Background: an optimization exercise with open tools, aiming at small area. Do not read the settings as production practice. The RTL was checked by simulation tests, not by an equivalence proof against the original design.

==> v37 <==
==> flow/design.v (excerpt) <==
module br_compositor(
	input wire clk,
	input wire [ 3: 0] status,
	input wire video_on,
	input wire [ 9: 0] pixel_x, pixel_y,
	input wire btn_pos, mycar_pos, explode_pos, game_over_pos, score_pos,
	input wire btn_visible, explode_visible,
	input wire obstacle_pos0, obstacle_pos1, obstacle_pos2, obstacle_pos3, obstacle_pos4,
	input wire digit_pos0, digit_pos1, digit_pos2, digit_pos3,
	input wire [31:0] scroll,
	input wire [11:0] back_data, btn_data, side_data, mycar_data, explode_data, game_over_data, score_data,
	input wire [11:0] obstacle_data0, obstacle_data1, obstacle_data2, obstacle_data3, obstacle_data4,
	input wire [11:0] digit_data0, digit_data1, digit_data2, digit_data3,
	output reg [ 3: 0] red, green, blue
	);
Settings: LEC_CHECK=0, CAP_MARGIN=20, CORE_MARGIN=2, CORE_UTILIZATION=40, SLEW_MARGIN=20; clock period 40.0 ns.
standard.sh (not shown) runs the stock make flow with config.mk's settings and CLKGATE_MAP_FILE= SYNTH_SCRIPT=/design/flow/synth_recipe.tcl, a recipe that flattens the netlist after the stock synthesis.
==> flow/flow/run.sh <==
#!/bin/bash
set -euo pipefail
bash standard.sh "BUFFER_PORTS_ARGS=-buffer_cell sky130_fd_sc_hd__buf_1" finish > make_finish.log 2>&1
==> inputs of v38, as changes to v37 <==
--- a/flow/design.v
+++ b/flow/design.v
@@ -218,26 +218,28 @@
 	wire v4 = digit_pos2    && !(z4 && blk);
 	wire v5 = digit_pos3    && !(z5 && blk);
 	wire p5 = v5;
 	wire p4 = !v5 && v4;
 	wire p3 = !v5 && !v4 && v3;
 	wire p2 = !v5 && !v4 && !v3 && v2;
 	wire p1 = !v5 && !v4 && !v3 && !v2 && v1;
 	wire p0 = !v5 && !v4 && !v3 && !v2 && !v1 && v0;
-	wire [11:0] prm = ({12{p5}} & digit_data3) | ({12{p4}} & digit_data2) | ({12{p3}} & digit_data1) |
-	                  ({12{p2}} & digit_data0) | ({12{p1}} & score_data)  | ({12{p0}} & game_over_data);
 	wire prm_black = (p5 && z5) || (p4 && z4) || (p3 && z3) || (p2 && z2) || (p1 && z1) || (p0 && z0);
 	wire btn_sel = btn_pos && btn_visible && (btn_data != 12'hfff);
 	wire st_prep  = video_on && (status == 4'b1000);
 	wire st_act   = video_on && (status == 4'b0100);
 	wire st_pause = video_on && (status == 4'b0010);
 	wire st_term  = video_on && term;
 	wire sel_back = st_prep && !btn_sel;
 	wire sel_btn  = st_prep && btn_sel;
 	wire sel_dim  = st_pause || (st_term && (!layer0 || prm_black));
 	wire sel_prm  = st_term && layer0;
+	wire t5 = sel_prm && p5, t4 = sel_prm && p4, t3 = sel_prm && p3;
+	wire t2 = sel_prm && p2, t1 = sel_prm && p1, t0 = sel_prm && p0;
 	wire [11:0] c = ({12{sel_back}} & back_data) | ({12{sel_btn}} & btn_data) |
-	                ({12{st_act}} & scene) | ({12{sel_dim}} & dim) | ({12{sel_prm}} & prm);
+	                ({12{st_act}} & scene) | ({12{sel_dim}} & dim) |
+	                ({12{t5}} & digit_data3) | ({12{t4}} & digit_data2) | ({12{t3}} & digit_data1) |
+	                ({12{t2}} & digit_data0) | ({12{t1}} & score_data)  | ({12{t0}} & game_over_data);
 	assign red   = c[3:0];
 	assign green = c[7:4];
 	assign blue  = c[11:8];
 endmodule
==> flow/flow/run.sh (replaced) <==
#!/bin/bash
# The standard layout (standard.sh) with three changes:
#  - synthesis skips the quick ABC pre-mapping inside Yosys's "synth -run fine:"
#    (synth -noabc), so extract_fa sees the RTL's adder structure and leaves no
#    inverters around the full adders;
#  - the final ABC mapping uses the area-oriented script flow/area.abc
#    (the standard flow's synthesis script otherwise unchanged: same passes, flatten, rename);
#  - the port buffers use the smallest buffer cell.
set -euo pipefail
W=$(pwd)
sed -e "s|^\(\s*\)log_cmd abc {\*}\$abc_args|\1log_cmd abc -script $W/flow/area.abc {*}[lrange \$abc_args 2 end]|" \
    -e "s|-run fine: {\*}\$synth_full_args|-run fine: -noabc {*}\$synth_full_args|" \
  "$FLOW_HOME/scripts/synth.tcl" > "$W/synth_custom.tcl"
grep -q "flow/area.abc" "$W/synth_custom.tcl"
grep -q "run fine: -noabc" "$W/synth_custom.tcl"
sed "s|\$::env(SCRIPTS_DIR)/synth.tcl|$W/synth_custom.tcl|" "$W/synth_recipe.tcl" > "$W/synth_recipe_custom.tcl"
grep -q "synth_custom.tcl" "$W/synth_recipe_custom.tcl"
bash standard.sh "SYNTH_SCRIPT=$W/synth_recipe_custom.tcl" \
  "BUFFER_PORTS_ARGS=-buffer_cell sky130_fd_sc_hd__buf_1" finish > "$W/make_finish.log" 2>&1
==> flow/flow/area.abc (new file) <==
strash
&get -n
&st
&dc2
&dch -f
&nf -R 1000
&put
mfs2 -a
strash
&get -n
&st
&dch -f
&nf -R 1000
&put
topo
==> flow/config.mk (replaced) <==
export PLATFORM = sky130hd
export DESIGN_NAME = br_compositor
export DESIGN_NICKNAME = br_compositor
export VERILOG_FILES = /design/flow/design.v
export SDC_FILE = /design/flow/constraint.sdc
export NUM_CORES = 4
export LEC_CHECK = 0
export CAP_MARGIN = 10
export CORE_MARGIN = 2
export CORE_UTILIZATION = 40
export CTS_BUF_LIST = sky130_fd_sc_hd__clkbuf_4
export GPL_TIMING_DRIVEN = 0
export SLEW_MARGIN = 10
==> inputs of v19, as changes to v37 <==
==> flow/flow/run.sh (replaced) <==
#!/bin/bash
# The standard layout (standard.sh) with two changes:
#  - synthesis maps with the area-oriented ABC script flow/area.abc (the standard flow's
#    synthesis script otherwise unchanged: same passes, flatten and rename);
#  - the port buffers use the smallest buffer cell.
set -euo pipefail
W=$(pwd)
sed "s|^\(\s*\)log_cmd abc {\*}\$abc_args|\1log_cmd abc -script $W/flow/area.abc {*}[lrange \$abc_args 2 end]|" \
  "$FLOW_HOME/scripts/synth.tcl" > "$W/synth_custom.tcl"
grep -q "flow/area.abc" "$W/synth_custom.tcl"
sed "s|\$::env(SCRIPTS_DIR)/synth.tcl|$W/synth_custom.tcl|" "$W/synth_recipe.tcl" > "$W/synth_recipe_custom.tcl"
grep -q "synth_custom.tcl" "$W/synth_recipe_custom.tcl"
bash standard.sh "SYNTH_SCRIPT=$W/synth_recipe_custom.tcl" \
  "BUFFER_PORTS_ARGS=-buffer_cell sky130_fd_sc_hd__buf_1" finish > "$W/make_finish.log" 2>&1
==> flow/flow/area.abc (new file) <==
strash
&get -n
&st
&dch -f
&nf -R 1000
&put
mfs2
strash
&get -n
&st
&dch -f
&nf -R 1000
&put
topo
==> flow/config.mk (replaced) <==
export PLATFORM = sky130hd
export DESIGN_NAME = br_compositor
export DESIGN_NICKNAME = br_compositor
export VERILOG_FILES = /design/flow/design.v
export SDC_FILE = /design/flow/constraint.sdc
export NUM_CORES = 4
export LEC_CHECK = 0
export CAP_MARGIN = 0
export CORE_MARGIN = 2
export CORE_UTILIZATION = 40
export CTS_BUF_LIST = sky130_fd_sc_hd__clkbuf_4
export SLEW_MARGIN = 0
==> notes.md <==
In v37 the design area is larger than in v19, by 20%.
In v19 the maximum frequency is higher than in v37, by about 6%.
Wire length: v19 < v38 < v37.
In flip-flop and latch count, v38 and v19 do not differ.
In clock-buffer cell count, v38 and v19 do not differ.
Utilization, lowest first: v37, v38, v19.
Final cell count, highest first: v37, v19, v38.
The highest synthesized area belongs to v37, the lowest to v38.

==> port drivers added, routing unchanged <==
In the flow no input, the clock included, has a driving cell. The finished layouts below were timed again as built, in two steps. Step 1 (the two cells are an assumption about what drives the block):
set clk [get_ports {clk}]
set_driving_cell -lib_cell sky130_fd_sc_hd__clkbuf_16 $clk
set_driving_cell -lib_cell sky130_fd_sc_hd__buf_2 [delete_from_list [all_inputs] $clk]
Step 2 also shifts input and output timing later by t, the mid clock arrival at the registers, as if the neighbouring blocks saw the same clock. Three values: no drivers, after step 1, after step 2; two values: the first two.
run | t (ns) | setup WS [ns] | hold slack, ns | clock arrival spread, ns
v37 | 0.263 | 24.335 / 24.340 / 24.078 | 8.083 / 8.087 / 8.350 | 0.007 / 0.007
v38 | 0.302 | 24.953 / 24.949 / 24.647 | 8.003 / 8.006 / 8.308 | 0.006 / 0.006
v19 | 0.302 | 25.270 / 25.268 / 24.965 | 7.959 / 7.960 / 8.263 | 0.002 / 0.001
After both steps setup and hold are still met in every run listed. The setup slack of v38, which loses most, moves by -0.004 ns with the drivers and by -0.306 ns with both steps.
